From an optimization exercise on the open Yosys and OpenROAD flow, aimed at small area and a short achievable clock period; shortcuts taken in it are not production practice. At most, simulation tests tie the RTL to the original design; equivalence was not proved. For run 6, only the layout was checked, not whether the RTL still works. No activity file was given, so power comes from the tool's default toggle rates.

==> design/flow/config.mk <==
export PLATFORM = sky130hd
export DESIGN_NAME = cordic
export DESIGN_NICKNAME = cordic
export VERILOG_FILES = /design/flow/design.v
export SDC_FILE = /design/flow/constraint.sdc
export NUM_CORES = 4
export LEC_CHECK = 0
export CAP_MARGIN = 20
export CORE_MARGIN = 2
export CORE_UTILIZATION = 40
export SLEW_MARGIN = 20
==> design/flow/constraint.sdc <==
create_clock -name core_clock -period 16.0 [get_ports {clk}]
set_input_delay 3.2000 -clock core_clock [delete_from_list [all_inputs] [get_ports {clk}]]
set_output_delay 3.2000 -clock core_clock [all_outputs]
set_load 0.01 [all_outputs]
==> design/flow/design.v <==
module cordic (
    input clk,
    input rst_n,
    input start,
    input [15:0] angle,
    output reg [15:0] cos,
    output reg [15:0] sin
);
    reg [16:0] r;
    reg [3:0] cnt;
    wire d = ~r[16];
    wire idle = cnt[3] & cnt[2] & cnt[1];
    reg [14:0] e;
    always @(*) begin
        case (cnt)
            4'd0:  e = 15'h6487;
            4'd1:  e = 15'h3B58;
            4'd2:  e = 15'h1F5B;
            4'd3:  e = 15'h0FEA;
            4'd4:  e = 15'h07FD;
            4'd5:  e = 15'h03FF;
            4'd6:  e = 15'h01FF;
            4'd7:  e = 15'h00FF;
            4'd8:  e = 15'h007F;
            4'd9:  e = 15'h003F;
            4'd10: e = 15'h001F;
            4'd11: e = 15'h000F;
            4'd12: e = 15'h0007;
            4'd13: e = 15'h0003;
            default: e = 15'h0000;
        endcase
    end
    wire [15:0] tc_sh = sin >> cnt;
    wire [15:0] ts_sh = cos >> cnt;
    wire [15:0] tc = {tc_sh[15:2], tc_sh[1:0] & {2{~idle}}};
    wire [15:0] ts = {ts_sh[15:2], ts_sh[1:0] & {2{~idle}}};
    wire [15:0] new_cos = cos + (tc ^ {16{d}}) + {15'd0, d};
    wire [15:0] new_sin = sin + (ts ^ {16{~d}}) + {15'd0, ~d};
    wire [16:0] new_r = r + ({2'b00, e} ^ {17{d}}) + {16'd0, d};
    wire lo = (cnt == 4'd0) && (r[15:0] < 16'd2516);
    always @(posedge clk) begin
        if (start) begin
            cos <= 16'h4DBA;
            sin <= 16'h0000;
            r <= {1'b0, angle};
        end else begin
            cos <= new_cos;
            sin <= new_sin;
            r <= {new_r[16], new_r[15] & ~lo, new_r[14:0]};
        end
    end
    always @(posedge clk or negedge rst_n) begin
        if (!rst_n)
            cnt <= 4'hF;
        else if (start)
            cnt <= 4'h0;
        else if (cnt != 4'hF)
            cnt <= cnt + 4'h1;
    end
endmodule
==> design/flow/run.sh <==
#!/bin/bash
# synth_recipe.tcl (not shown) runs the flow's synth.tcl, then flattens the netlist and writes it again
# the make line also repeats each setting of config.mk as NAME=value (left out here)
make -C /OpenROAD-flow-scripts/flow DESIGN_CONFIG=/design/flow/config.mk WORK_HOME=/design/flow/orfs CLKGATE_MAP_FILE= SYNTH_SCRIPT=/design/flow/synth_recipe.tcl finish
==> parameters.txt, run 1 <==
Parameter                              Value

CTS
  Post-CTS sizing ... 0
  Clock tree from TritonCTS ... built
  Later-pin clock latency in the skew report ... 0.31 ns
  Post CTS Setup Buffer Count ... 0
  Number of levels in the clock H-tree ... 2
  Post-CTS Hold Buffers ... 0
  CTS sink cnt ... 53
  Root Buffer ... sky130_fd_sc_hd__clkbuf_16
  Maximum count of clock buffers along a single path ... 2
  Clock transition time at the flip-flop clock pins of the worst setup and hold paths ... 0.08 ns
  TritonCTS buffer count ... 5

GRT
  GRT Total Usage ... 0.207
  Largest net degree at the start of global routing ... 72
  Global-route wire length before repair ... 24,400 µm
  Number of global-route vias before repair ... 4,782
  Antenna violations before repair ... 0
  Grt total ovfl ... 0

Detailed routing
  First-pass DRT Iterations ... 5
  DRT Wirelength ... 14,600 µm
  Via total after detailed routing ... 4,872
  Remaining DRCs ... 0
  Number of nets with antenna violations after routing ... 0
  Routed via count divided by cell count ... 5.65
  Iteration-0 DRC Markers ... 315
  Post-DR wirelength/cell ... 16.9 µm

Finish
  Layout Utilization ... 0.465
  Number of nets in the final layout ... 757
  Number of antenna diodes ... 0
  Area added between synthesis and finish ... 13.5%
  Proportion of layout cells with a drive suffix above 1 ... 0.0830

Setup path
  Flop2flop setup slack ... 10.13 ns
  Reg-to-reg critical path endpoint ... cos[14]
  Crit path required time ... 16.19 ns
  Worst setup path category ... flip-flop to flip-flop
  Endpoint type of the worst setup path ... flip-flop
  Worst Path Max Fanout ... 40
  R2R cell count ... 19
  Critical R2R Launch ... cnt[1]
  Startpoint type of the worst setup path ... flip-flop
  Arrival @ worst endpoint ... 6.07 ns

Min path
  Hold-critical path depth ... 2
  Hold Crit Endpoint ... r[0]
  Class of the most critical hold timing path ... flip-flop to flip-flop
  Beginning of the worst hold path ... r[0]

Timing
  Final hold viol count ... 0
  Final Skew ... 0.00963 ns
  Clock period minus worst slack ... 5.87 ns
  Max-Slew Margin vs Limit ... 0.443
  Slack of the critical path ... 10.13 ns
  Final total negative setup slack ... 0 ns
  Total setup violations reported at the end of the flow ... 0
  Max Slew Vio Count ... 0
  Worst slew pin tran ... 0.835 ns
  Fmax achieved ... 170 MHz
  Final worst-path cycle share ... 0.367
  Unrepaired setup endpoints after global routing ... false

Die
  Number of ports placed on the die boundary ... 51
  Die X-Extent ... 121 µm
  Area of the die ... 14,600 µm²
  Core outline area ... 13,300 µm²
  Initial cell density of the core ... 0.410
  Floorplan die height ... 121 µm
  Number of placement rows ... 42

Placement
  Placed wire-length estimate ... 10,900 µm
  GP Congestion ... 0.943
  I/O Buffers ... 50
  Post-placement setup slack ... 10.25 ns

Synth
  Synthesized Nets ... 734
  Number of register bits inferred by synthesis ... 53
  Post-synthesis instance area ... 5450 µm²
  Biggest area contributors in the synthesized netlist ... sky130_fd_sc_hd__dfxtp_1 18%, sky130_fd_sc_hd__ha_1 11%, sky130_fd_sc_hd__xnor2_1 11%, sky130_fd_sc_hd__mux2i_1 5.7%, sky130_fd_sc_hd__mux4_2 5.0%
  Top cell type by total area after synthesis ... sky130_fd_sc_hd__dfxtp_1
  Number of enable flip-flop cells after synthesis ... 0
  Unique cell type count in the Yosys netlist ... 62
  Top flip-flop cell by instance count after synthesis ... sky130_fd_sc_hd__dfxtp_1
  Most frequent cell after synthesis ... sky130_fd_sc_hd__xnor2_1
  Asr flop ratio synth ... 0.0755
  Area share of the largest cell type after synthesis ... 0.180
  Post-synth top cells ... 70 x sky130_fd_sc_hd__xnor2_1, 55 x sky130_fd_sc_hd__nor2_1, 53 x sky130_fd_sc_hd__nand2_1
  Sequential area share after synthesis ... 0.199
  Total number of yosys warnings ... 1
  Mapped Avg Cell Area ... 8.22 µm²
  Synthesized netlist cell count ... 663

Pwr
  Peak supply drop ... 0.121 mV
  Power per standard cell area ... 270 nW/µm²
  Leak Pwr ... 2.48 nW

Status
  Outcome ... complete, no violations

Run
  Max capacitance violation total ... 0
cell usage in the layout (no fill, tap or decap), types with 3 or more instances in the layout:
cell type | netlist | final
sky130_fd_sc_hd__a211oi_1 | 14 | 14
sky130_fd_sc_hd__a21o_1 | 11 | 11
sky130_fd_sc_hd__a21oi_1 | 48 | 48
sky130_fd_sc_hd__a221oi_1 | 3 | 3
sky130_fd_sc_hd__a22oi_1 | 4 | 4
sky130_fd_sc_hd__a31o_2 | 4 | 4
sky130_fd_sc_hd__a31oi_1 | 5 | 5
sky130_fd_sc_hd__and2_1 | 5 | 5
sky130_fd_sc_hd__and3_1 | 4 | 4
sky130_fd_sc_hd__buf_4 | 0 | 3
sky130_fd_sc_hd__clkbuf_16 | 0 | 5
sky130_fd_sc_hd__clkdlybuf4s50_1 | 0 | 49
sky130_fd_sc_hd__dfstp_2 | 4 | 4
sky130_fd_sc_hd__dfxtp_1 | 49 | 49
sky130_fd_sc_hd__fa_1 | 3 | 3
sky130_fd_sc_hd__ha_1 | 49 | 49
sky130_fd_sc_hd__inv_1 | 22 | 22
sky130_fd_sc_hd__mux2_2 | 8 | 8
sky130_fd_sc_hd__mux2i_1 | 31 | 31
sky130_fd_sc_hd__mux4_2 | 12 | 12
sky130_fd_sc_hd__nand2_1 | 53 | 53
sky130_fd_sc_hd__nand2b_1 | 14 | 14
sky130_fd_sc_hd__nand3_1 | 12 | 12
sky130_fd_sc_hd__nor2_1 | 55 | 55
sky130_fd_sc_hd__nor2b_1 | 15 | 15
sky130_fd_sc_hd__nor3_1 | 13 | 13
sky130_fd_sc_hd__o2111ai_1 | 3 | 3
sky130_fd_sc_hd__o21ai_0 | 39 | 39
sky130_fd_sc_hd__o21bai_1 | 4 | 4
sky130_fd_sc_hd__o22ai_1 | 9 | 9
sky130_fd_sc_hd__o31ai_1 | 5 | 5
sky130_fd_sc_hd__or2_2 | 8 | 8
sky130_fd_sc_hd__or3_1 | 4 | 4
sky130_fd_sc_hd__xnor2_1 | 70 | 70
sky130_fd_sc_hd__xor2_1 | 14 | 14
where the power goes:
part	leakage (nW)	switching, mW	internal (mW)
clock	0.0799	0.0519	0.0665
sequential	0.452	0.0740	0.197
combinational	1.95	0.665	0.611
total	2.48	0.791	0.875
metal layers:
metal	share of wire	global-route usage	vias up	wire length, µm
li1	-	-	2424	-
met1	0.50	0.294	2324	7290
met2	0.45	0.328	110	6550
met3	0.038	0.0283	14	557
met4	0.014	0.0538	0	200
met5	0	0	-	0
cell families (layout without fill, tap and decap cells):
logic type | count (synthesis) | in the layout | share of synthesized area
AO/OA/AOI/OAI | 171 | 171 | 0.204
flip-flops | 53 | 53 | 0.199
XOR/XNOR | 84 | 84 | 0.135
multiplexers | 53 | 53 | 0.129
buffers and inverters | 61 | 85 | 0.0462
adder cells (fa/ha/maj) | 52 | 52 | 0.124
AND/OR/NAND/NOR | 189 | 189 | 0.163
stage by stage:
stage          total power, mW  std cells  instance area [µm²]  hold slack [ns]
2_1_floorplan             1.26        663                 5450            0.521
4_1_cts                   1.67        863                 6180            0.580
3_3_place_gp              1.52        855                 6020            0.557
3_5_place_dp              1.54        855                 6020            0.562
5_1_grt                   1.84        863                 6180            0.619
6_report                  1.67        863                 6180            0.577
sequential cells by signal (all words and copies together) (netlist names):
register / cells
r: 17
cos: 16
sin: 16
cnt: 4
worst max-delay path, cell delays in order (launching register included):
cell and delay (ns):
sky130_fd_sc_hd__dfstp_2 1.01, sky130_fd_sc_hd__clkinv_1 0.87, sky130_fd_sc_hd__nor2_1 0.30, sky130_fd_sc_hd__a21oi_1 0.10, sky130_fd_sc_hd__mux2i_1 0.24, sky130_fd_sc_hd__o32ai_1 0.17, sky130_fd_sc_hd__a31o_2 0.26, sky130_fd_sc_hd__a222oi_1 0.32
sky130_fd_sc_hd__xnor2_1 0.18, sky130_fd_sc_hd__fa_1 0.47, sky130_fd_sc_hd__a21o_1 0.17, sky130_fd_sc_hd__a21oi_1 0.22, sky130_fd_sc_hd__o21ai_0 0.12, sky130_fd_sc_hd__a21oi_1 0.22, sky130_fd_sc_hd__nor2b_1 0.09, sky130_fd_sc_hd__o2111ai_1 0.25
sky130_fd_sc_hd__a311oi_1 0.18, sky130_fd_sc_hd__a31oi_1 0.23, sky130_fd_sc_hd__xnor2_1 0.08, sky130_fd_sc_hd__or2_2 0.26
area by class of cell:
cell class,count,area (µm²)
fill,1315,7110
multi-input combinational,549,4110
sequential,53,1090
timing repair buffer,53,518
tap,176,220
clock buffer,7,153
inverter,24,90.1
clock inverter,1,5.00
worst max path at each step:
stage	from	to	slack, ns	depth (start not counted)
final	cnt[1]	cos[14]	10.13	19
after CTS	cnt[1]	cos[14]	10.21	19
after detailed placement	cnt[1]	cos[14]	10.25	19
after floorplan	cnt[0]	sin[14]	11.29	19
after global routing	cnt[1]	cos[14]	9.73	19
after global placement	cnt[1]	cos[14]	10.39	19
==> run 2, diff against run 1 <==
==> design/flow/flow/run.sh (new file) <==
#!/bin/bash
# Standard layout, with repair_timing aiming for extra setup slack so that the
# achieved period, not just the 16 ns clock, is optimised.
set -euo pipefail
bash standard.sh SETUP_SLACK_MARGIN=11.5 finish > standard_flow.log 2>&1
==> design/flow/standard.sh (new file) <==
#!/bin/bash
# synth_recipe.tcl (not shown) runs the flow's synth.tcl, then flattens the netlist and writes it again
# the make line also repeats each setting of config.mk as NAME=value (left out here)
make -C /OpenROAD-flow-scripts/flow DESIGN_CONFIG=/design/flow/config.mk WORK_HOME=/design/flow/orfs CLKGATE_MAP_FILE= SYNTH_SCRIPT=/design/flow/synth_recipe.tcl "${@:-finish}"
removed: design/flow/run.sh
==> run 2 against run 1 <==
  * Still clean
  * Global-route usage rose by 1.1 points
  * Die area did not move
  * Synthesized cell count did not move
  * Total power rose by 8.3%
  * Core utilization rose by 3.5 points
  * Clock-buffer cell count fell by 2
  * Register-to-register slack improved by 1.4 ns
  * Sequential cell count did not move
  * Worst setup slack improved by 1.4 ns
  * Non-clock buffer count rose by 18
  * Via count rose by 4.4%
  * Critical endpoint unchanged
  * Highest routed layer unchanged
==> parameters.txt, run 2 <==
Parameter                              Value

Detailed routing
  Wire length on met3 ... 863 µm (+55%)
  First-pass DRT Iterations ... 5 (unchanged)
  Via total after detailed routing ... 5,084 (+4.4%)
  Routed wire length on met2 ... 7430 µm (+14%)
  Uppermost layer routed ... met4
  Number of nets with antenna violations after routing ... 0 (unchanged)
  Post-DR wirelength/cell ... 18.3 µm (+8.0%)
  Met1 routed wirelength after detailed routing ... 7600 µm (+4.3%)
  DRT Wirelength ... 16,100 µm (+10%)
  Remaining DRCs ... 0 (unchanged)
  Routed via count divided by cell count ... 5.76 (+2.1%)
  Iteration-0 DRC Markers ... 403 (+28%)

Timing
  Final hold viol count ... 0 (unchanged)
  Final total negative setup slack ... 0 ns (unchanged)
  Clock period minus worst slack ... 4.49 ns (-1.39 ns)
  Worst slew pin tran ... 0.692 ns (-0.143 ns)
  Fmax achieved ... 223 MHz (+31%)
  Max-Slew Margin vs Limit ... 0.539 (+0.0958)
  Unrepaired setup endpoints after global routing ... true
  Final worst-path cycle share ... 0.280 (-0.0868)
  Max Slew Vio Count ... 0 (unchanged)
  Final Skew ... 0.0106 ns (+0.000998 ns)
  Total setup violations reported at the end of the flow ... 0 (unchanged)

Placement
  I/O Buffers ... 50 (unchanged)
  Total placed instance area ... 6020 µm² (unchanged)
  Placed wire-length estimate ... 11,100 µm (+1.4%)
  GP Congestion ... 0.879 (-6.7%)

Die
  Initial cell density of the core ... 0.410 (unchanged)
  Die X-Extent ... 121 µm (unchanged)
  Number of placement rows ... 42 (unchanged)
  Area of the die ... 14,600 µm² (unchanged)
  Core outline area ... 13,300 µm² (unchanged)
  Number of ports placed on the die boundary ... 51 (unchanged)
  Floorplan die height ... 121 µm (unchanged)

Finish
  Most frequent cells in the layout ... 70 x sky130_fd_sc_hd__xnor2_1, 54 x sky130_fd_sc_hd__nor2_1, 53 x sky130_fd_sc_hd__nand2_1, 49 x sky130_fd_sc_hd__ha_1, 44 x sky130_fd_sc_hd__clkdlybuf4s50_1
  Largest registers in the final layout ... r x17, cos x16, sin x16
  Number of nets in the final layout ... 776 (+2.5%)
  Number of antenna diodes ... 0 (unchanged)
  Largest register FFs ... 17 (unchanged)
  Leading cell type in the layout, fill and taps excluded ... sky130_fd_sc_hd__xnor2_1
  Register name with the most flops ... r
  Number of filler cells placed in the layout ... 1,269 (-3.5%)
  Finished Cell Area ... 6640 µm² (+7.5%)
  Layout Utilization ... 0.500 (+0.0347)
  Proportion of layout cells with a drive suffix above 1 ... 0.186 (+0.103)
  Area added between synthesis and finish ... 22.0%

Synth
  Sequential area share after synthesis ... 0.199 (unchanged)
  Number of register bits inferred by synthesis ... 53 (unchanged)
  Biggest area contributors in the synthesized netlist ... sky130_fd_sc_hd__dfxtp_1 18%, sky130_fd_sc_hd__ha_1 11%, sky130_fd_sc_hd__xnor2_1 11%, sky130_fd_sc_hd__mux2i_1 5.7%, sky130_fd_sc_hd__mux4_2 5.0%
  Total number of yosys warnings ... 1 (unchanged)
  Synthesized Nets ... 734 (unchanged)
  Top flip-flop cell by instance count after synthesis ... sky130_fd_sc_hd__dfxtp_1
  Area share of the largest cell type after synthesis ... 0.180 (unchanged)
  Top cell type by total area after synthesis ... sky130_fd_sc_hd__dfxtp_1
  Most frequent cell after synthesis ... sky130_fd_sc_hd__xnor2_1
  Unique cell type count in the Yosys netlist ... 62 (unchanged)
  Asr flop ratio synth ... 0.0755 (unchanged)
  Number of enable flip-flop cells after synthesis ... 0 (unchanged)
  Post-synthesis instance area ... 5450 µm² (unchanged)
  Synthesized netlist cell count ... 663 (unchanged)
  Mapped Avg Cell Area ... 8.22 µm² (unchanged)
  Post-synth top cells ... 70 x sky130_fd_sc_hd__xnor2_1, 55 x sky130_fd_sc_hd__nor2_1, 53 x sky130_fd_sc_hd__nand2_1

CTS
  Post-CTS Hold Buffers ... 0 (unchanged)
  Clock tree from TritonCTS ... built
  Number of levels in the clock H-tree ... 2 (unchanged)
  Clock transition time at the flip-flop clock pins of the worst setup and hold paths ... 0.08 ns (about the same)
  Root Buffer ... sky130_fd_sc_hd__clkbuf_16
  CTS sink cnt ... 53 (unchanged)
  Maximum count of clock buffers along a single path ... 2 (unchanged)
  TritonCTS buffer count ... 5 (unchanged)
  Later-pin clock latency in the skew report ... 0.31 ns (about the same)

GRT
  Global-route wire length before repair ... 25,400 µm (+4.0%)
  GRT Total Usage ... 0.218 (+0.0111)
  Number of global-route vias before repair ... 4,771 (-0.23%)
  Antenna violations before repair ... 0 (unchanged)
  Largest net degree at the start of global routing ... 72 (unchanged)
  Grt total ovfl ... 0 (unchanged)

Setup path
  Arrival @ worst endpoint ... 4.68 ns (-1.39 ns)
  Worst setup path category ... flip-flop to flip-flop
  Startpoint type of the worst setup path ... flip-flop
  Crit path required time ... 16.20 ns (about the same)
  Worst Path Max Fanout ... 6 (-85%)
  Endpoint type of the worst setup path ... flip-flop

Run
  Max capacitance violation total ... 0 (unchanged)

Pwr
  Power per standard cell area ... 272 nW/µm² (+0.74%)
  Leak Pwr ... 2.68 nW (+8.2%)
  Peak supply drop ... 0.154 mV (+27%)

Status
  Outcome ... complete, no violations

Min path
  Class of the most critical hold timing path ... flip-flop to flip-flop
run 2: cell counts after synthesis:
No cell type changed its count.
run 2: critical path, stage by stage, from the launching register on:
cell and delay [ns]:
sky130_fd_sc_hd__dfstp_2 0.56, sky130_fd_sc_hd__buf_12 0.13, sky130_fd_sc_hd__mux2_4 0.34, sky130_fd_sc_hd__nor2_4 0.11, sky130_fd_sc_hd__a21oi_2 0.05, sky130_fd_sc_hd__mux2i_2 0.22
sky130_fd_sc_hd__o32ai_2 0.12, sky130_fd_sc_hd__a31o_2 0.24, sky130_fd_sc_hd__a222oi_1 0.34, sky130_fd_sc_hd__xnor2_1 0.19, sky130_fd_sc_hd__fa_2 0.43, sky130_fd_sc_hd__a21o_1 0.19
sky130_fd_sc_hd__a21oi_2 0.17, sky130_fd_sc_hd__o21ai_2 0.09, sky130_fd_sc_hd__a21oi_2 0.17, sky130_fd_sc_hd__nor2b_2 0.07, sky130_fd_sc_hd__o2111ai_2 0.24, sky130_fd_sc_hd__a311oi_2 0.16
sky130_fd_sc_hd__a31oi_1 0.21, sky130_fd_sc_hd__xnor2_1 0.10, sky130_fd_sc_hd__or2_4 0.22
run 2: metal layers:
layer / vias to the layer above / GRT usage
met5: - / 0
met4: 0 / 0.0443
met3: 15 / 0.0316
met2: 138 / 0.354
met1: 2464 / 0.307
li1: 2467 / -
run 2: kinds of logic (layout without fill, tap and decap cells):
family	Yosys count	count (layout)	synth area share
compound gates	171	171	0.204
xor+xnor	84	84	0.135
fa+ha+maj	52	52	0.124
buf+inv	61	104	0.0462
flops	53	53	0.199
mux	53	53	0.129
simple gates	189	189	0.163
run 2: path summary, 6_finish.rpt:
check | slack [ns] | cells past startpoint | to | startpoint
max | 11.51 | 20 | cos[14] | cnt[0]
min | 0.56 | 2 | sin[0] | sin[0]
max reg2reg | 11.51 | 20 | cos[14] | cnt[0]
min reg2reg | 0.56 | 2 | sin[0] | sin[0]
max in group asynchronous | 12.66 | 1 | cnt[0] | rst_n
min in group asynchronous | 3.32 | 1 | cnt[0] | rst_n
run 2: per-stage QoR:
stage	hold slack, ns	cells	power, mW	setup WS [ns]
after CTS	0.566	872	1.71	11.31
after floorplan	0.521	663	1.26	11.54
after global routing	0.594	882	1.97	11.31
after detailed placement	0.572	855	1.55	10.29
final	0.559	882	1.80	11.51
after global placement	0.558	855	1.52	10.36
run 2: layout make-up:
class,count,area [µm²],share of cell area
clock buffer,5,125,0.0188
clock inverter,3,46.3,0.00697
inverter,24,101,0.0153
multi-input combinational,549,4240,0.638
sequential,53,1140,0.171
tap,176,220,0.0331
timing repair buffer,71,772,0.116
timing repair inverter,1,5.00,0.000753
run 2: repair_timing:
| item | CTS | global route |
|---|---|---|
| endpoints found under the setup margin | 57 | 26 |
| pin swaps | 6 | 24 |
| gates resized for setup | 36 | 42 |
| setup buffers | 6 | 10 |
| cloned | 3 | 0 |
run 2: report_power, final:
part / switching (mW) / internal [mW] / leakage, nW
sequential: 0.0751 / 0.205 / 0.459
clock: 0.0550 / 0.0743 / 0.0800
combinational: 0.723 / 0.672 / 2.14
total: 0.853 / 0.952 / 2.68
==> run 3, diff against run 2 <==
--- a/design/flow/config.mk
+++ b/design/flow/config.mk
@@ -6,4 +6,5 @@
 export NUM_CORES = 4
 export LEC_CHECK = 0
+export ABC_AREA = 1
 export CAP_MARGIN = 20
 export CORE_MARGIN = 2
==> run 3 against run 2 <==
  * Sequential share of layout area is 0.78 points higher
  * Synthesized area shrank 0.60%
  * Worst hold slack worse by 0.087 ns
  * Critical path type is now flip-flop to output pin
  * Critical endpoint is now cos[3]
==> parameters.txt, run 3 <==
Parameter                              Value

Detailed routing
  Iteration-0 DRC Markers ... 460 (+14%)
  First-pass DRT Iterations ... 5 (unchanged)
  DRT Wirelength ... 15,600 µm (-3.3%)
  Via total after detailed routing ... 5,712 (+12%)
  Post-DR wirelength/cell ... 14.4 µm (-21%)
  Routed via count divided by cell count ... 5.27 (-8.6%)
  Number of nets with antenna violations after routing ... 0 (unchanged)
  Remaining DRCs ... 0 (unchanged)

GRT
  Number of global-route vias before repair ... 5,333 (+12%)
  Global-route wire length before repair ... 25,600 µm (+0.76%)
  Antenna violations before repair ... 0 (unchanged)
  Largest net degree at the start of global routing ... 37 (-49%)
  Grt total ovfl ... 0 (unchanged)
  GRT Total Usage ... 0.219 (+0.00129)

Setup path
  Arrival @ worst endpoint ... 1.26 ns (-3.42 ns)
  Endpoint type of the worst setup path ... output pin
  Worst Path Max Fanout ... 4 (-2)
  R2R cell count ... 15 (-25%)
  Worst setup path category ... flip-flop to output pin
  Startpoint type of the worst setup path ... flip-flop
  Number of buffers and inverters on the critical path ... 1 (unchanged)
  Number of logic stages on the critical path including buffering ... 1 (-95%)
  Crit path required time ... 12.80 ns (-3.40 ns)
  Highest cell delay on the worst timing path ... 0.56 ns (about the same)
  Max stage delay cell, worst path ... sky130_fd_sc_hd__clkdlybuf4s50_1
  Family with the most delay on the worst path ... buffers and inverters
  CP cell instances ... clkdlybuf4s50_1

Synth
  Sequential area share after synthesis ... 0.201 (+0.00120)
  Post-synth top cells ... 241 x sky130_fd_sc_hd__nand2_1, 84 x sky130_fd_sc_hd__nand3_1, 78 x sky130_fd_sc_hd__a21oi_1
  Total number of yosys warnings ... 1 (unchanged)
  Top flip-flop cell by instance count after synthesis ... sky130_fd_sc_hd__dfxtp_1
  Synthesized netlist cell count ... 871 (+31%)
  Synthesized Nets ... 942 (+28%)
  Number of register bits inferred by synthesis ... 53 (unchanged)
  Unique cell type count in the Yosys netlist ... 40 (-35%)
  Most frequent cell after synthesis ... sky130_fd_sc_hd__nand2_1
  Area share of the largest cell type after synthesis ... 0.181 (+0.00108)
  Asr flop ratio synth ... 0.0755 (unchanged)
  Biggest area contributors in the synthesized netlist ... sky130_fd_sc_hd__dfxtp_1 18%, sky130_fd_sc_hd__nand2_1 17%, sky130_fd_sc_hd__ha_1 11%, sky130_fd_sc_hd__nand3_1 7.8%, sky130_fd_sc_hd__a21oi_1 7.2%
  Top cell type by total area after synthesis ... sky130_fd_sc_hd__dfxtp_1
  Number of enable flip-flop cells after synthesis ... 0 (unchanged)
  Mapped Avg Cell Area ... 6.22 µm² (-24%)
  Post-synthesis instance area ... 5420 µm² (-0.60%)

Finish
  Largest registers in the final layout ... r x17, cos x16, sin x16
  Number of cells in the finished layout apart from fillers ... 1,084 (+23%)
  Leading cell type in the layout, fill and taps excluded ... sky130_fd_sc_hd__nand2_1
  Largest register FFs ... 17 (unchanged)
  Area added between synthesis and finish ... 15.6%
  Multi-input gate area in the final layout ... 3890 µm² (-8.1%)
  Finished Cell Area ... 6260 µm² (-5.7%)
  Register Area ... 1120 µm² (-1.4%)
  Most frequent cells in the layout ... 241 x sky130_fd_sc_hd__nand2_1, 84 x sky130_fd_sc_hd__nand3_1, 78 x sky130_fd_sc_hd__a21oi_1, 76 x sky130_fd_sc_hd__inv_1, 67 x sky130_fd_sc_hd__nor2_1
  Layout Utilization ... 0.473 (-0.0268)
  Number of filler cells placed in the layout ... 1,463 (+15%)
  Register name with the most flops ... r
  Proportion of layout cells with a drive suffix above 1 ... 0.0705 (-0.115)
  Number of nets in the final layout ... 978 (+26%)
  Number of antenna diodes ... 0 (unchanged)

Timing
  Final worst-path cycle share ... 0.279 (-0.00156)
  Fmax achieved ... 224 MHz (+0.56%)
  Total setup violations reported at the end of the flow ... 0 (unchanged)
  Unrepaired setup endpoints after global routing ... false
  Final hold viol count ... 0 (unchanged)
  Max-Slew Margin vs Limit ... 0.402 (-0.136)
  Max Slew Vio Count ... 0 (unchanged)
  Slack of the critical path ... 11.54 ns (+0.0250 ns)
  Final total negative setup slack ... 0 ns (unchanged)
  Worst slew pin tran ... 0.893 ns (+0.201 ns)
  Worst hold-check slack ... 0.472 ns (-0.0866 ns)
  Clock period minus worst slack ... 4.46 ns (-0.0250 ns)
  Final Skew ... 0.0107 ns (+0.0000302 ns)

CTS
  Clock transition time at the flip-flop clock pins of the worst setup and hold paths ... 0.07 ns (about the same)
  Clock tree from TritonCTS ... built
  Root Buffer ... sky130_fd_sc_hd__clkbuf_16
  Maximum count of clock buffers along a single path ... 2 (unchanged)
  CTS sink cnt ... 53 (unchanged)
  TritonCTS buffer count ... 5 (unchanged)
  Later-pin clock latency in the skew report ... 0.31 ns (about the same)
  Post-CTS Hold Buffers ... 0 (unchanged)
  Number of levels in the clock H-tree ... 2 (unchanged)

Min path
  Hold-critical path depth ... 2 (unchanged)
  Class of the most critical hold timing path ... flip-flop to flip-flop

Placement
  Total placed instance area ... 6030 µm² (about the same)
  GP Congestion ... 0.964 (+9.6%)
  Placed wire-length estimate ... 11,700 µm (+5.7%)
  Post-placement setup slack ... 11.17 ns (+0.890 ns)
  I/O Buffers ... 50 (unchanged)
  Placed cells ... 1,072 (+25%)

Die
  Floorplan die height ... 120 µm (-0.29%)
  Number of ports placed on the die boundary ... 51 (unchanged)
  Die X-Extent ... 120 µm (-0.29%)
  Area of the die ... 14,500 µm² (-0.58%)
  Number of placement rows ... 42 (unchanged)
  Initial cell density of the core ... 0.409 (-0.000831)
  Core outline area ... 13,200 µm² (-0.40%)

Pwr
  Leak Pwr ... 3.08 nW (+15%)
  Peak supply drop ... 0.0929 mV (-40%)
  Post-layout power ... 1.58 mW (-13%)
  Power per standard cell area ... 252 nW/µm² (-7.4%)

Run
  Max capacitance violation total ... 0 (unchanged)

Status
  Outcome ... complete, no violations
==> run 3: changes by cell type after synthesis, sizes merged, moves of 15 or more <==
cell / delta
nand2: +195
inv: +56
nor2b: -15
mux2i: -27
o21ai: +21
xnor2: -69
a21oi: +30
nand3: +72
xor2: +30
==> run 3: final timing paths <==
kind                       startpoint      end  slack (ns)
max                            cos[3]   cos[3]       11.54
min                              r[0]     r[0]        0.47
max reg2reg                    cnt[1]  sin[12]       11.80
min reg2reg                      r[0]     r[0]        0.47
max in group asynchronous       rst_n   cnt[3]       12.65
min in group asynchronous       rst_n   cnt[2]        3.33
==> run 3: cell type report <==
class / count / area share
flip-flops and latches: 53 / 0.179
clock inverters: 2 / 0.00160
well taps: 176 / 0.0352
repair buffers: 57 / 0.0923
multi-input cells: 709 / 0.622
repair inverters: 1 / 0.000799
clock buffers: 6 / 0.0206
inverters: 80 / 0.0490
==> run 3: cells by family (layout without fill, tap and decap cells) <==
family | Yosys count | in the layout | synth area share
AOI/OAI and AO/OA | 180 | 180 | 0.182
xor gates and xnor gates | 45 | 45 | 0.0728
adders and majority gates | 52 | 52 | 0.124
buffers and inverters | 109 | 146 | 0.0806
DFF | 53 | 53 | 0.201
muxes | 4 | 4 | 0.00739
and+or+nand+nor | 428 | 428 | 0.333
==> run 3: repair_timing <==
item | CTS | global route
endpoints found under the setup margin | 9 | 41
buffers inserted | 0 | 3
gates resized for setup | 8 | 25
cloned | 0 | 1
==> run 3: metal layers <==
layer	global-route usage	vias to the layer above	routed length [µm]
met5	0	-	0
met2	0.386	137	7510
li1	-	2982	-
met3	0.0335	13	752
met4	0.0574	0	222
met1	0.279	2580	7090
==> run 3: tightest hold or removal path: stages (launching register included) <==
cell and delay (ns):
sky130_fd_sc_hd__dfxtp_1 0.31, sky130_fd_sc_hd__nand2_1 0.06, sky130_fd_sc_hd__a31oi_1 0.06
==> run 3: power breakdown <==
part | switching, mW | internal (mW) | total [mW]
sequential | 0.0630 | 0.201 | 0.264
clock | 0.0521 | 0.0577 | 0.110
combinational | 0.722 | 0.480 | 1.20
total | 0.837 | 0.738 | 1.58
==> run 4, diff against run 3 <==
==> design/flow/flow/run.sh (replaced) <==
#!/bin/bash
# Standard layout, with repair_timing aiming for extra setup slack so that the
# achieved period, not just the 16 ns clock, is optimised.
set -euo pipefail
bash standard.sh SETUP_SLACK_MARGIN=12.0 finish > standard_flow.log 2>&1
==> run 4 against run 3 <==
  * Wire length up 6.9%
  * Worst hold slack got worse by 0.0042 ns
  * Global-route usage is 1.4 points higher
  * Fmax is 12% higher
  * Critical path type unchanged
  * Critical endpoint is now sin[11]
  * Total power rose by 4.3%
  * Clock power about the same
  * Worst setup slack improved by 0.48 ns
==> parameters.txt, run 4 <==
Parameter                              Value

Setup path
  Startpoint type of the worst setup path ... flip-flop
  Highest cell delay on the worst timing path ... 0.36 ns (-0.20 ns)
  Critical Path Source ... sin[11]
  Endpoint type of the worst setup path ... output pin
  Critical R2R Launch ... cnt[0]
  CP cell instances ... buf_6
  Worst setup path category ... flip-flop to output pin
  Max stage delay cell, worst path ... sky130_fd_sc_hd__dfxtp_4
  Arrival @ worst endpoint ... 0.78 ns (-0.48 ns)
  Worst Path Max Fanout ... 2 (-2)
  Family with the most delay on the worst path ... flip-flops
  Crit path required time ... 12.80 ns (about the same)
  Number of buffers and inverters on the critical path ... 1 (unchanged)

Synth
  Synthesized netlist cell count ... 871 (unchanged)
  Number of register bits inferred by synthesis ... 53 (unchanged)
  Top cell type by total area after synthesis ... sky130_fd_sc_hd__dfxtp_1
  Sequential area share after synthesis ... 0.201 (unchanged)
  Asr flop ratio synth ... 0.0755 (unchanged)
  Biggest area contributors in the synthesized netlist ... sky130_fd_sc_hd__dfxtp_1 18%, sky130_fd_sc_hd__nand2_1 17%, sky130_fd_sc_hd__ha_1 11%, sky130_fd_sc_hd__nand3_1 7.8%, sky130_fd_sc_hd__a21oi_1 7.2%
  Mapped Avg Cell Area ... 6.22 µm² (unchanged)
  Post-synth top cells ... 241 x sky130_fd_sc_hd__nand2_1, 84 x sky130_fd_sc_hd__nand3_1, 78 x sky130_fd_sc_hd__a21oi_1
  Unique cell type count in the Yosys netlist ... 40 (unchanged)
  Synthesized Nets ... 942 (unchanged)
  Post-synthesis instance area ... 5420 µm² (unchanged)
  Total number of yosys warnings ... 1 (unchanged)
  Top flip-flop cell by instance count after synthesis ... sky130_fd_sc_hd__dfxtp_1
  Most frequent cell after synthesis ... sky130_fd_sc_hd__nand2_1
  Area share of the largest cell type after synthesis ... 0.181 (unchanged)
  Number of enable flip-flop cells after synthesis ... 0 (unchanged)

Die
  Initial cell density of the core ... 0.409 (unchanged)
  Number of ports placed on the die boundary ... 51 (unchanged)
  Die X-Extent ... 120 µm (unchanged)
  Core outline area ... 13,200 µm² (unchanged)
  Area of the die ... 14,500 µm² (unchanged)
  Number of placement rows ... 42 (unchanged)
  Floorplan die height ... 120 µm (unchanged)

GRT
  Global-route wire length before repair ... 27,000 µm (+5.7%)
  Number of global-route vias before repair ... 5,626 (+5.5%)
  GRT Total Usage ... 0.233 (+0.0139)
  Met3 track demand over resource ... 0.0349 (+0.00142)
  Grt total ovfl ... 0 (unchanged)
  GR met2 Demand/Resource ... 0.405 (+0.0185)
  Met1 GRT Util ... 0.298 (+0.0192)
  Antenna violations before repair ... 0 (unchanged)
  Peak-usage layer in the global routing report ... met2
  Largest net degree at the start of global routing ... 37 (unchanged)

Detailed routing
  DRT Wirelength ... 16,600 µm (+6.9%)
  Remaining DRCs ... 0 (unchanged)
  Post-DR wirelength/cell ... 14.8 µm (+2.7%)
  Routed via count divided by cell count ... 5.22 (-0.97%)
  Iteration-0 DRC Markers ... 485 (+5.4%)
  Via total after detailed routing ... 5,886 (+3.0%)
  Number of nets with antenna violations after routing ... 0 (unchanged)
  First-pass DRT Iterations ... 5 (unchanged)

CTS
  CTS sink cnt ... 53 (unchanged)
  Maximum count of clock buffers along a single path ... 2 (unchanged)
  Root Buffer ... sky130_fd_sc_hd__clkbuf_16
  Number of levels in the clock H-tree ... 2 (unchanged)
  Clock tree from TritonCTS ... built
  Later-pin clock latency in the skew report ... 0.31 ns (about the same)
  TritonCTS buffer count ... 5 (unchanged)
  Clock transition time at the flip-flop clock pins of the worst setup and hold paths ... 0.07 ns (about the same)

Min path
  Beginning of the worst hold path ... r[0]
  Class of the most critical hold timing path ... flip-flop to flip-flop

Pwr
  Peak supply drop ... 0.129 mV (+38%)
  Leak Pwr ... 3.31 nW (+7.5%)
  Sequential share of power ... 0.149 (-0.019)
  Proportion of total power due to net switching ... 0.529 (-0.00182)
  Switching component of the power ... 0.870 mW (+3.9%)
  Power per standard cell area ... 248 nW/µm² (-1.2%)
  Clock network power share ... 0.069 (about the same)
  Internal power consumption ... 0.773 mW (+4.7%)
  Portion of total power attributed to combinational logic ... 0.783 (+0.020)

Finish
  Area added between synthesis and finish ... 22.1%
  Leading cell type in the layout, fill and taps excluded ... sky130_fd_sc_hd__nand2_1
  Proportion of layout cells with a drive suffix above 1 ... 0.164 (+0.0934)
  Finished Cell Area ... 6610 µm² (+5.6%)
  Most frequent cells in the layout ... 241 x sky130_fd_sc_hd__nand2_1, 84 x sky130_fd_sc_hd__nand3_1, 78 x sky130_fd_sc_hd__a21oi_1, 75 x sky130_fd_sc_hd__inv_1, 65 x sky130_fd_sc_hd__nor2_1
  Number of antenna diodes ... 0 (unchanged)
  Layout Utilization ... 0.499 (+0.0265)
  Largest registers in the final layout ... r x17, cos x16, sin x16
  Largest register FFs ... 17 (unchanged)
  Register name with the most flops ... r
  Number of nets in the final layout ... 1,022 (+4.5%)

Timing
  Worst slew pin tran ... 0.533 ns (-0.361 ns)
  Fmax achieved ... 251 MHz (+12%)
  Clock period minus worst slack ... 3.98 ns (-0.480 ns)
  Final total negative setup slack ... 0 ns (unchanged)
  Final worst-path cycle share ... 0.249 (-0.0300)
  Max Slew Vio Count ... 0 (unchanged)
  Final Skew ... 0.00501 ns (-0.00565 ns)
  Max-Slew Margin vs Limit ... 0.641 (+0.239)
  Total setup violations reported at the end of the flow ... 0 (unchanged)
  Unrepaired setup endpoints after global routing ... false
  Slack of the critical path ... 12.02 ns (+0.480 ns)
  Final hold viol count ... 0 (unchanged)

Status
  Outcome ... complete, no violations

Placement
  Post-placement setup slack ... 10.77 ns (-0.407 ns)
  GP Congestion ... 0.968 (+0.45%)
  Placed wire-length estimate ... 11,800 µm (+1.4%)
  I/O Buffers ... 50 (unchanged)
  Total placed instance area ... 6020 µm² (-0.10%)

Run
  Max capacitance violation total ... 0 (unchanged)
[run 4: cell types whose count changed in the layout (fill, tap and decap cells not counted), moves of 4 or more]
cell | before | now
sky130_fd_sc_hd__buf_4 | 4 | 47
sky130_fd_sc_hd__clkdlybuf4s50_1 | 46 | 17
sky130_fd_sc_hd__buf_2 | 0 | 22
sky130_fd_sc_hd__dfxtp_4 | 0 | 15
sky130_fd_sc_hd__buf_6 | 2 | 12
sky130_fd_sc_hd__dfxtp_1 | 27 | 17
sky130_fd_sc_hd__dfxtp_2 | 22 | 17
sky130_fd_sc_hd__o21ai_0 | 53 | 48
sky130_fd_sc_hd__o21ai_1 | 9 | 14
sky130_fd_sc_hd__dlymetal6s2s_1 | 4 | 0
[run 4: layer usage]
| layer | vias up | wire length, µm | share of wire |
|---|---|---|---|
| met1 | 2634 | 7450 | 0.45 |
| met3 | 29 | 810 | 0.049 |
| li1 | 3064 | - | - |
| met2 | 159 | 8020 | 0.48 |
| met4 | 0 | 366 | 0.022 |
| met5 | - | 0 | 0 |
[run 4: stage by stage]
step / std cells / hold WS, ns / power (mW)
after floorplan: 871 / 0.442 / 1.16
after global placement: 1071 / 0.462 / 1.46
after detailed placement: 1071 / 0.463 / 1.46
after CTS: 1120 / 0.474 / 1.62
after global routing: 1128 / 0.498 / 1.83
final: 1128 / 0.468 / 1.64
[run 4: power by group through the flow]
stage | combinational (mW) | clock (mW) | sequential [mW]
2_1_floorplan | 0.908 | 0 | 0.254
3_3_place_gp | 1.20 | 0 | 0.264
3_5_place_dp | 1.20 | 0 | 0.263
4_1_cts | 1.26 | 0.115 | 0.243
5_1_grt | 1.46 | 0.121 | 0.251
6_report | 1.29 | 0.113 | 0.244
[run 4: kinds of logic (layout without fill, tap and decap cells)]
kind of cell	count (synthesis)	in the layout	share of synthesized area
simple gates	428	428	0.333
buf+inv	109	190	0.0806
xor+xnor	45	45	0.0728
fa+ha+maj	52	52	0.124
flops	53	53	0.201
mux	4	4	0.00739
compound gates	180	180	0.182
[run 4: what timing repair did]
item | in CTS | in global routing
setup endpoints to repair | 76 | 18
cloned | 2 | 0
buffers inserted | 39 | 8
resized for setup | 189 | 18
hold buffers | 0 | 0
[run 4: worst paths after layout]
kind | to | slack, ns | cells after the start
hold / removal | r[0] | 0.47 | 2
hold reg to reg | r[0] | 0.47 | 2
min in group asynchronous | cnt[2] | 3.32 | 1
setup reg to reg | sin[12] | 12.25 | 17
setup / recovery | sin[11] | 12.02 | 1
max in group asynchronous | cnt[3] | 12.66 | 1
[run 4: final cells by class]
type,instances,area (µm²)
fillers,1432,6630
multi-input cells,709,3910
flip-flops and latches,53,1170
repair buffers,101,830
inverters,80,337
well taps,176,220
clock buffers,6,129
clock inverters,2,10.0
repair inverters,1,7.51
[run 4: worst register-to-register path, stage by stage, from the launching register on]
cell	delay, ns
sky130_fd_sc_hd__dfstp_4	0.72
sky130_fd_sc_hd__inv_4	0.18
sky130_fd_sc_hd__nand2_1	0.13
sky130_fd_sc_hd__inv_1	0.09
sky130_fd_sc_hd__o21ai_1	0.22
sky130_fd_sc_hd__inv_1	0.11
sky130_fd_sc_hd__o21ai_1	0.28
sky130_fd_sc_hd__a21oi_1	0.13
sky130_fd_sc_hd__xor2_1	0.20
sky130_fd_sc_hd__fa_1	0.46
sky130_fd_sc_hd__nand3_1	0.09
sky130_fd_sc_hd__nand2_1	0.09
sky130_fd_sc_hd__a31oi_2	0.24
sky130_fd_sc_hd__o21ai_1	0.14
sky130_fd_sc_hd__a31oi_1	0.26
sky130_fd_sc_hd__o21ai_1	0.13
sky130_fd_sc_hd__nor2_1	0.11
sky130_fd_sc_hd__nor2_1	0.06
==> run 5, diff against run 4 <==
==> design/flow/flow/run.sh (replaced) <==
#!/bin/bash
# Standard layout, with repair_timing aiming for extra setup slack so that the
# achieved period, not just the 16 ns clock, is optimised.
set -euo pipefail
bash standard.sh SETUP_SLACK_MARGIN=12.5 finish > standard_flow.log 2>&1
==> run 5 against run 4 <==
  * Sequential share of layout area is 1.7 points lower
  * Largest power group unchanged
  * Still clean
  * Cell area is 10% higher
  * Clock-buffer cell count is 1 lower
  * Critical path depth stayed put
  * Critical endpoint is now cos[1]
  * Worst setup slack hardly changed
  * Sequential cell count stayed put
  * Non-clock buffer count is 24 higher
  * Combinational power is 14% higher
==> parameters.txt, run 5 <==
Parameter                              Value

Status
  Outcome ... complete, no violations

Detailed routing
  Wire length on met3 ... 927 µm (+14%)
  Remaining DRCs ... 0 (unchanged)
  Uppermost layer routed ... met4
  Met1 routed wirelength after detailed routing ... 8590 µm (+15%)
  Routed via count divided by cell count ... 5.32 (+2.0%)
  Routed wire length on met2 ... 7720 µm (-3.7%)
  Post-DR wirelength/cell ... 15.2 µm (+3.2%)
  Via total after detailed routing ... 6,150 (+4.5%)
  Number of nets with antenna violations after routing ... 0 (unchanged)
  First-pass DRT Iterations ... 5 (unchanged)
  DRT Wirelength ... 17,600 µm (+5.7%)
  Iteration-0 DRC Markers ... 488 (+0.62%)

Synth
  Number of register bits inferred by synthesis ... 53 (unchanged)
  Top cell type by total area after synthesis ... sky130_fd_sc_hd__dfxtp_1
  Sequential area share after synthesis ... 0.201 (unchanged)
  Asr flop ratio synth ... 0.0755 (unchanged)
  Post-synthesis instance area ... 5420 µm² (unchanged)
  Post-synth top cells ... 241 x sky130_fd_sc_hd__nand2_1, 84 x sky130_fd_sc_hd__nand3_1, 78 x sky130_fd_sc_hd__a21oi_1
  Biggest area contributors in the synthesized netlist ... sky130_fd_sc_hd__dfxtp_1 18%, sky130_fd_sc_hd__nand2_1 17%, sky130_fd_sc_hd__ha_1 11%, sky130_fd_sc_hd__nand3_1 7.8%, sky130_fd_sc_hd__a21oi_1 7.2%
  Mapped Avg Cell Area ... 6.22 µm² (unchanged)
  Number of enable flip-flop cells after synthesis ... 0 (unchanged)
  Synthesized Nets ... 942 (unchanged)
  Synthesized netlist cell count ... 871 (unchanged)
  Area share of the largest cell type after synthesis ... 0.181 (unchanged)
  Total number of yosys warnings ... 1 (unchanged)
  Unique cell type count in the Yosys netlist ... 40 (unchanged)
  Most frequent cell after synthesis ... sky130_fd_sc_hd__nand2_1
  Top flip-flop cell by instance count after synthesis ... sky130_fd_sc_hd__dfxtp_1

Die
  Core outline area ... 13,200 µm² (unchanged)
  Initial cell density of the core ... 0.409 (unchanged)
  Floorplan die height ... 120 µm (unchanged)
  Number of ports placed on the die boundary ... 51 (unchanged)
  Area of the die ... 14,500 µm² (unchanged)
  Number of placement rows ... 42 (unchanged)
  Die X-Extent ... 120 µm (unchanged)

Finish
  Proportion of layout cells with a drive suffix above 1 ... 0.240 (+0.0762)
  Number of filler cells placed in the layout ... 1,363 (-4.8%)
  Leading cell type in the layout, fill and taps excluded ... sky130_fd_sc_hd__nand2_1
  Number of nets in the final layout ... 1,049 (+2.6%)
  Largest register FFs ... 17 (unchanged)
  Register Area ... 1170 µm² (unchanged)
  Largest registers in the final layout ... r x17, cos x16, sin x16
  Register name with the most flops ... r
  Number of antenna diodes ... 0 (unchanged)
  Most frequent cells in the layout ... 233 x sky130_fd_sc_hd__nand2_1, 75 x sky130_fd_sc_hd__inv_1, 73 x sky130_fd_sc_hd__nand3_1, 71 x sky130_fd_sc_hd__a21oi_1, 68 x sky130_fd_sc_hd__buf_4
  Area added between synthesis and finish ... 34.8%
  Multi-input gate area in the final layout ... 4160 µm² (+6.3%)

Pwr
  Leak Pwr ... 3.65 nW (+11%)
  Peak supply drop ... 0.132 mV (+3.0%)
  Power per standard cell area ... 251 nW/µm² (+1.1%)
  Post-layout power ... 1.83 mW (+12%)

CTS
  Later-pin clock latency in the skew report ... 0.31 ns (about the same)
  Clock transition time at the flip-flop clock pins of the worst setup and hold paths ... 0.08 ns (about the same)
  Maximum count of clock buffers along a single path ... 2 (unchanged)
  CTS sink cnt ... 53 (unchanged)
  Clock tree from TritonCTS ... built
  TritonCTS buffer count ... 5 (unchanged)
  Number of levels in the clock H-tree ... 2 (unchanged)
  Root Buffer ... sky130_fd_sc_hd__clkbuf_16

Placement
  I/O Buffers ... 50 (unchanged)
  GP Congestion ... 0.995 (+2.8%)
  Placed wire-length estimate ... 11,900 µm (+0.24%)

Setup path
  Endpoint type of the worst setup path ... output pin
  Crit path required time ... 12.80 ns (about the same)
  Worst setup path category ... flip-flop to output pin
  Max stage delay cell, worst path ... sky130_fd_sc_hd__dfxtp_4
  Critical R2R Launch ... cnt[0]
  Arrival @ worst endpoint ... 0.78 ns (about the same)
  Worst Path Max Fanout ... 2 (unchanged)
  Family with the most delay on the worst path ... flip-flops
  CP cell instances ... buf_6
  Flop2flop setup slack ... 12.56 ns (+0.31 ns)
  Startpoint type of the worst setup path ... flip-flop
  R2R cell count ... 21 (+4)
  Highest cell delay on the worst timing path ... 0.35 ns (about the same)
  Critical Path Source ... cos[1]
  Reg-to-reg critical path endpoint ... cos[12]
  Number of buffers and inverters on the critical path ... 1 (unchanged)

Min path
  Hold Crit Endpoint ... r[0]
  Class of the most critical hold timing path ... flip-flop to flip-flop
  Beginning of the worst hold path ... r[0]
  Hold-critical path depth ... 2 (unchanged)

Run
  Max capacitance violation total ... 0 (unchanged)

Timing
  Worst slew pin tran ... 0.483 ns (-0.0494 ns)
  Max-Slew Margin vs Limit ... 0.678 (+0.0363)
  Total setup violations reported at the end of the flow ... 0 (unchanged)
  Worst hold-check slack ... 0.498 ns (+0.0297 ns)
  Max Slew Vio Count ... 0 (unchanged)
  Unrepaired setup endpoints after global routing ... true
  Final hold viol count ... 0 (unchanged)
  Fmax achieved ... 251 MHz (about the same)
  Final Skew ... 0.00465 ns (-0.000360 ns)
  Clock period minus worst slack ... 3.98 ns (+0.000400 ns)
  Final worst-path cycle share ... 0.249 (about the same)
  Final total negative setup slack ... 0 ns (unchanged)

GRT
  Number of global-route vias before repair ... 5,569 (-1.0%)
  Grt total ovfl ... 0 (unchanged)
  Antenna violations before repair ... 0 (unchanged)
  Global-route wire length before repair ... 27,500 µm (+1.8%)
  GRT Total Usage ... 0.237 (+0.00364)
  Largest net degree at the start of global routing ... 36 (-2.7%)
run 5: cell counts after synthesis:
No cell type changed its count.
run 5: cells by family (layout without fill, tap and decap cells):
logic type | after synthesis | in the layout | share of synthesized area
xor gates and xnor gates | 45 | 45 | 0.0728
AOI/OAI and AO/OA | 180 | 180 | 0.182
buffers and inverters | 109 | 217 | 0.0806
DFF | 53 | 53 | 0.201
muxes | 4 | 4 | 0.00739
and+or+nand+nor | 428 | 428 | 0.333
adders and majority gates | 52 | 52 | 0.124
run 5: per-layer routing:
| layer | global-route usage | up-vias |
|---|---|---|
| met5 | 0 | - |
| met4 | 0.0676 | 0 |
| met3 | 0.0368 | 31 |
| met2 | 0.374 | 189 |
| met1 | 0.334 | 2795 |
| li1 | - | 3135 |
run 5: how the worst max path moves through the flow:
stage | to | cells past startpoint
floorplan | cos[14] | 4
global placement | cnt[3] | 4
detailed placement | cnt[3] | 4
CTS | cos[1] | 1
global route | cos[1] | 1
finish | cos[1] | 1
run 5: area by class of cell:
cell class,instances,area share
Multi-Input combinational cell,709,0.569
Timing Repair Buffer,125,0.167
Sequential cell,53,0.160
Inverter,80,0.0475
Tap cell,176,0.0302
Clock buffer,5,0.0171
Timing Repair inverter,4,0.00566
Clock inverter,3,0.00309
run 5: power breakdown:
part	switching, mW	internal [mW]	total (mW)
clock	0.0574	0.0586	0.116
combinational	0.859	0.609	1.47
sequential	0.0412	0.207	0.248
total	0.958	0.875	1.83
run 5: what timing repair did:
item	4_1_cts	5_1_grt
setup endpoints to repair	85	59
gates cloned	3	2
hold buffers	0	0
setup buffers	45	27
gates resized for setup	212	62
pin swaps	2	28
run 5: metrics by stage:
stage           util  cells  area, µm²  worst slack [ns]
6_report       0.551   1155       7300             12.02
5_1_grt        0.551   1155       7300             12.00
4_1_cts        0.515   1126       6820             12.01
3_5_place_dp   0.462   1070       6110             11.27
3_3_place_gp   0.462   1070       6110             11.31
2_1_floorplan      -    871       5580             12.23
==> run 6, diff against run 5 <==
--- a/design/flow/design.v
+++ b/design/flow/design.v
@@ -1,2 +1,43 @@
+module add_bk #(parameter N = 16) (
+    input  [N-1:0] a,
+    input  [N-1:0] b,
+    input          ci,
+    output [N-1:0] s
+);
+    localparam L = $clog2(N);
+    wire [N-1:0] p0 = a ^ b;
+    wire [N-1:0] g0 = a & b;
+    wire [N*2*L-1:0] G;
+    wire [N*2*L-1:0] P;
+    assign G[N-1:0] = {g0[N-1:1], g0[0] | (p0[0] & ci)};
+    assign P[N-1:0] = p0;
+    genvar l, i;
+    generate
+        for (l = 0; l < L; l = l + 1) begin : up
+            for (i = 0; i < N; i = i + 1) begin : bt
+                if (((i + 1) % (2 << l)) == 0) begin : node
+                    assign G[(l+1)*N+i] = G[l*N+i] | (P[l*N+i] & G[l*N+i-(1<<l)]);
+                    assign P[(l+1)*N+i] = P[l*N+i] & P[l*N+i-(1<<l)];
+                end else begin : pass
+                    assign G[(l+1)*N+i] = G[l*N+i];
+                    assign P[(l+1)*N+i] = P[l*N+i];
+                end
+            end
+        end
+        for (l = L - 2; l >= 0; l = l - 1) begin : down
+            for (i = 0; i < N; i = i + 1) begin : bt
+                if (((i + 1) % (2 << l)) == (1 << l) && i >= (2 << l)) begin : node
+                    assign G[(2*L-1-l)*N+i] = G[(2*L-2-l)*N+i] | (P[(2*L-2-l)*N+i] & G[(2*L-2-l)*N+i-(1<<l)]);
+                    assign P[(2*L-1-l)*N+i] = P[(2*L-2-l)*N+i] & P[(2*L-2-l)*N+i-(1<<l)];
+                end else begin : pass
+                    assign G[(2*L-1-l)*N+i] = G[(2*L-2-l)*N+i];
+                    assign P[(2*L-1-l)*N+i] = P[(2*L-2-l)*N+i];
+                end
+            end
+        end
+    endgenerate
+    wire [N-1:0] gf = G[(2*L-1)*N +: N];
+    assign s = p0 ^ {gf[N-2:0], ci};
+endmodule
 module cordic (
     input clk,
@@ -35,7 +76,10 @@
     wire [15:0] tc = {tc_sh[15:2], tc_sh[1:0] & {2{~idle}}};
     wire [15:0] ts = {ts_sh[15:2], ts_sh[1:0] & {2{~idle}}};
-    wire [15:0] new_cos = cos + (tc ^ {16{d}}) + {15'd0, d};
-    wire [15:0] new_sin = sin + (ts ^ {16{~d}}) + {15'd0, ~d};
-    wire [16:0] new_r = r + ({2'b00, e} ^ {17{d}}) + {16'd0, d};
+    wire [15:0] new_cos;
+    wire [15:0] new_sin;
+    wire [16:0] new_r;
+    add_bk #(16) i_add_c (.a(cos), .b(tc ^ {16{d}}), .ci(d), .s(new_cos));
+    add_bk #(16) i_add_s (.a(sin), .b(ts ^ {16{~d}}), .ci(~d), .s(new_sin));
+    assign new_r = r + ({2'b00, e} ^ {17{d}}) + {16'd0, d};
     wire lo = (cnt == 4'd0) && (r[15:0] < 16'd2516);
     always @(posedge clk) begin
==> design/flow/flow/run.sh (replaced) <==
#!/bin/bash
# Standard layout, with repair_timing aiming for extra setup slack so that the
# achieved period, not just the 16 ns clock, is optimised.
set -euo pipefail
bash standard.sh SETUP_SLACK_MARGIN=12.0 finish > standard_flow.log 2>&1
==> run 6 against run 5 <==
  * Still clean on timing, DRC and antenna
  * Cell count decreased by 11%
  * Sequential power is 3% lower
  * Clock-buffer cell count is 3 higher
  * Total power is 17% lower
  * Core utilization fell by 5.0 points
  * Die area fell by 0.42%
  * Global-route usage down 0.63 points
  * Worst setup slack got worse by 0.00090 ns
  * Critical path depth is the same
  * Non-clock buffer count fell by 20
  * Wire length decreased by 8.7%
  * Critical path type unchanged
  * Largest power group unchanged
==> parameters.txt, run 6 <==
Parameter                              Value

CTS
  CTS sink cnt ... 53 (unchanged)
  Clock transition time at the flip-flop clock pins of the worst setup and hold paths ... 0.07 ns (about the same)
  Later-pin clock latency in the skew report ... 0.31 ns (about the same)
  Clock tree from TritonCTS ... built
  Number of levels in the clock H-tree ... 2 (unchanged)
  Maximum count of clock buffers along a single path ... 2 (unchanged)
  TritonCTS buffer count ... 5 (unchanged)
  Root Buffer ... sky130_fd_sc_hd__clkbuf_16

Setup path
  Critical R2R Launch ... cnt[0]
  Startpoint type of the worst setup path ... flip-flop
  Number of logic stages on the critical path including buffering ... 1 (unchanged)
  CP cell instances ... buf_2
  R2R cell count ... 20 (-4.8%)
  Worst Path Max Fanout ... 2 (unchanged)
  Arrival @ worst endpoint ... 0.78 ns (about the same)
  Highest cell delay on the worst timing path ... 0.35 ns (about the same)
  Flop2flop setup slack ... 12.04 ns (-0.52 ns)
  Reg-to-reg critical path endpoint ... cos[15]
  Number of buffers and inverters on the critical path ... 1 (unchanged)
  Crit path required time ... 12.80 ns (about the same)
  Worst setup path category ... flip-flop to output pin
  Endpoint type of the worst setup path ... output pin
  Max stage delay cell, worst path ... sky130_fd_sc_hd__dfxtp_4
  Family with the most delay on the worst path ... flip-flops

Timing
  Clock period minus worst slack ... 3.98 ns (+0.000900 ns)
  Fmax achieved ... 251 MHz (about the same)
  Final total negative setup slack ... 0 ns (unchanged)
  Max-Slew Margin vs Limit ... 0.529 (-0.148)
  Worst slew pin tran ... 0.705 ns (+0.222 ns)
  Total setup violations reported at the end of the flow ... 0 (unchanged)
  Unrepaired setup endpoints after global routing ... true
  Final hold viol count ... 0 (unchanged)
  Final worst-path cycle share ... 0.249 (about the same)
  Max Slew Vio Count ... 0 (unchanged)
  Final Skew ... 0.00799 ns (+0.00334 ns)

Detailed routing
  Remaining DRCs ... 0 (unchanged)
  Iteration-0 DRC Markers ... 246 (-50%)
  Number of nets with antenna violations after routing ... 0 (unchanged)
  DRT Wirelength ... 16,100 µm (-8.7%)
  Routed via count divided by cell count ... 5.17 (-2.8%)
  First-pass DRT Iterations ... 5 (unchanged)
  Via total after detailed routing ... 5,340 (-13%)
  Post-DR wirelength/cell ... 15.6 µm (+2.2%)

Synth
  Post-synth top cells ... 200 x sky130_fd_sc_hd__nand2_1, 77 x sky130_fd_sc_hd__inv_1, 59 x sky130_fd_sc_hd__o21ai_0
  Synthesized netlist cell count ... 772 (-11%)
  Synthesized Nets ... 852 (-9.6%)
  Unique cell type count in the Yosys netlist ... 51 (+28%)
  Area share of the largest cell type after synthesis ... 0.182 (+0.000799)
  Number of register bits inferred by synthesis ... 53 (unchanged)
  Number of enable flip-flop cells after synthesis ... 0 (unchanged)
  Mapped Avg Cell Area ... 6.98 µm² (+12%)
  Sequential area share after synthesis ... 0.201 (+0.000884)
  Asr flop ratio synth ... 0.0755 (unchanged)
  Most frequent cell after synthesis ... sky130_fd_sc_hd__nand2_1
  Top cell type by total area after synthesis ... sky130_fd_sc_hd__dfxtp_1
  Biggest area contributors in the synthesized netlist ... sky130_fd_sc_hd__dfxtp_1 18%, sky130_fd_sc_hd__nand2_1 14%, sky130_fd_sc_hd__ha_1 10%, sky130_fd_sc_hd__xor2_1 7.3%, sky130_fd_sc_hd__fa_1 6.3%
  Total number of yosys warnings ... 1 (unchanged)
  Post-synthesis instance area ... 5390 µm² (-0.44%)
  Top flip-flop cell by instance count after synthesis ... sky130_fd_sc_hd__dfxtp_1

Finish
  Largest register FFs ... 17 (unchanged)
  Multi-input gate area in the final layout ... 3870 µm² (-6.8%)
  Area added between synthesis and finish ... 22.7%
  Register name with the most flops ... r
  Number of filler cells placed in the layout ... 1,337 (-1.9%)
  Leading cell type in the layout, fill and taps excluded ... sky130_fd_sc_hd__nand2_1
  Number of nets in the final layout ... 935 (-11%)
  Largest registers in the final layout ... r x17, cos x16, sin x16
  Finished Cell Area ... 6620 µm² (-9.4%)
  Register Area ... 1180 µm² (+0.64%)
  Most frequent cells in the layout ... 197 x sky130_fd_sc_hd__nand2_1, 74 x sky130_fd_sc_hd__inv_1, 48 x sky130_fd_sc_hd__buf_4, 47 x sky130_fd_sc_hd__nand3_1, 47 x sky130_fd_sc_hd__nor2_1
  Number of antenna diodes ... 0 (unchanged)
  Proportion of layout cells with a drive suffix above 1 ... 0.230 (-0.00990)

GRT
  Number of global-route vias before repair ... 5,355 (-3.8%)
  GRT Total Usage ... 0.230 (-0.00631)
  Global-route wire length before repair ... 26,400 µm (-4.1%)
  Grt total ovfl ... 0 (unchanged)
  Largest net degree at the start of global routing ... 48 (+33%)
  Antenna violations before repair ... 0 (unchanged)

Die
  Initial cell density of the core ... 0.409 (about the same)
  Area of the die ... 14,400 µm² (-0.42%)
  Number of placement rows ... 42 (unchanged)
  Number of ports placed on the die boundary ... 51 (unchanged)
  Floorplan die height ... 120 µm (-0.21%)
  Die X-Extent ... 120 µm (-0.21%)
  Core outline area ... 13,200 µm² (-0.40%)

Min path
  Beginning of the worst hold path ... r[0]
  Class of the most critical hold timing path ... flip-flop to flip-flop
  Hold Crit Endpoint ... r[0]
  Hold-critical path depth ... 2 (unchanged)

Pwr
  Internal power consumption ... 0.762 mW (-13%)
  Power per standard cell area ... 230 nW/µm² (-8.4%)
  Portion of total power attributed to combinational logic ... 0.766 (-0.035)
  Peak supply drop ... 0.0901 mV (-32%)
  Clock network power share ... 0.075 (+0.012)
  Post-layout power ... 1.52 mW (-17%)
  Leak Pwr ... 3.20 nW (-12%)
  Switching component of the power ... 0.759 mW (-21%)
  Sequential share of power ... 0.158 (+0.023)
  Proportion of total power due to net switching ... 0.499 (-0.0236)

Placement
  I/O Buffers ... 50 (unchanged)
  Placed wire-length estimate ... 11,200 µm (-5.3%)
  GP Congestion ... 0.910 (-8.5%)
  Total placed instance area ... 5910 µm² (-3.4%)

Run
  Max capacitance violation total ... 0 (unchanged)

Status
  Outcome ... complete, no violations
## run 6: cell types whose count changed after synthesis, sizes merged, moves of 13 or more
cell | before | now
o21ai | 62 | 75
a21oi | 78 | 39
nor2 | 69 | 52
nand2 | 248 | 206
fa | 3 | 17
nand3 | 84 | 50
## run 6: cell families (layout without fill, tap and decap cells)
logic type      after synthesis  count (layout)  share of synthesized area
xor+xnor                     55              55                     0.0907
simple gates                333             333                      0.266
mux                           4               4                    0.00975
fa+ha+maj                    61              61                      0.165
compound gates              152             152                      0.167
buf+inv                     114             198                     0.0993
flops                        53              53                      0.201
## run 6: final cells by class
| class | instances | share of cell area |
|---|---|---|
| Timing Repair Buffer | 105 | 0.129 |
| Sequential cell | 53 | 0.178 |
| Multi-Input combinational cell | 605 | 0.585 |
| Timing Repair inverter | 2 | 0.00189 |
| Tap cell | 176 | 0.0333 |
| Inverter | 83 | 0.0505 |
| Clock buffer | 8 | 0.0221 |
## run 6: worst max path at each step
stage	to	from
final	cos[15]	cos[15]
after global routing	cos[15]	cnt[0]
after CTS	sin[15]	cnt[0]
after detailed placement	cnt[3]	start
after global placement	cnt[3]	start
after floorplan	r[12]	start
## run 6: power by group through the flow
stage	Sequential (mW)	Clock, mW	Combinational (mW)
after global routing	0.248	0.124	1.33
after global placement	0.258	0	1.03
after CTS	0.241	0.119	1.12
after floorplan	0.251	0	0.794
after detailed placement	0.259	0	1.06
final	0.241	0.115	1.17
## run 6: per-stage QoR
stage	hold slack (ns)	instances	setup slack [ns]	util
floorplan	0.447	772	12.03	-
global placement	0.457	969	10.86	0.448
detailed placement	0.476	969	10.77	0.448
CTS	0.488	1021	11.89	0.483
global route	0.518	1032	11.78	0.502
finish	0.488	1032	12.02	0.502
## run 6: timing repair
action                     4_1_cts  5_1_grt
pin swaps                        0        3
setup endpoints to repair       72       13
cloned                           2        1
hold buffers                     0        0
resized for setup              192       45
setup buffers                   42       10
## run 6: routing by layer
layer / global-route usage / wire length (µm)
met3: 0.0295 / 773
met1: 0.286 / 6860
met2: 0.408 / 8060
met4: 0.0809 / 375
met5: 0 / 0

static timing again, ports no longer ideal:
In the flow no input, the clock included, has a driving cell. The finished layouts below were timed again as built, in two steps.
Step 1, drivers: a clkbuf_16 drives clk and a buf_2 each remaining input, both assumed.
Step 2 times the ports against the registers' clock, not the clock port: input delays grow and output delays shrink by t, the midpoint of the rising clock arrivals with the driver on.
Three values: no drivers, after step 1, after step 2; two values: the first two.
run | t (ns) | slack for setup (ns) | worst setup path after step 2 | clock arrival spread, ns | worst data-port slew with drivers (ns)
run 1 | 0.342 | 10.126 / 10.126 / 10.126 | register to register | 0.010 / 0.010 | 0.04
run 2 | 0.351 | 11.514 / 11.476 / 11.514 | register to register | 0.012 / 0.012 | 0.03
run 3 | 0.346 | 11.539 / 11.496 / 11.339 | input to register | 0.010 / 0.011 | 0.03
run 4 | 0.345 | 12.020 / 11.980 / 11.772 | input to register | 0.006 / 0.005 | 0.04
run 5 | 0.357 | 12.019 / 11.973 / 12.085 | input to register | 0.005 / 0.005 | 0.13
run 6 | 0.345 | 12.018 / 11.979 / 11.777 | input to register | 0.009 / 0.009 | 0.05
After both steps setup and hold are still met in every run listed. For run 4, which loses most, drivers alone change the setup slack by -0.040 ns; drivers and shift together by -0.248 ns.
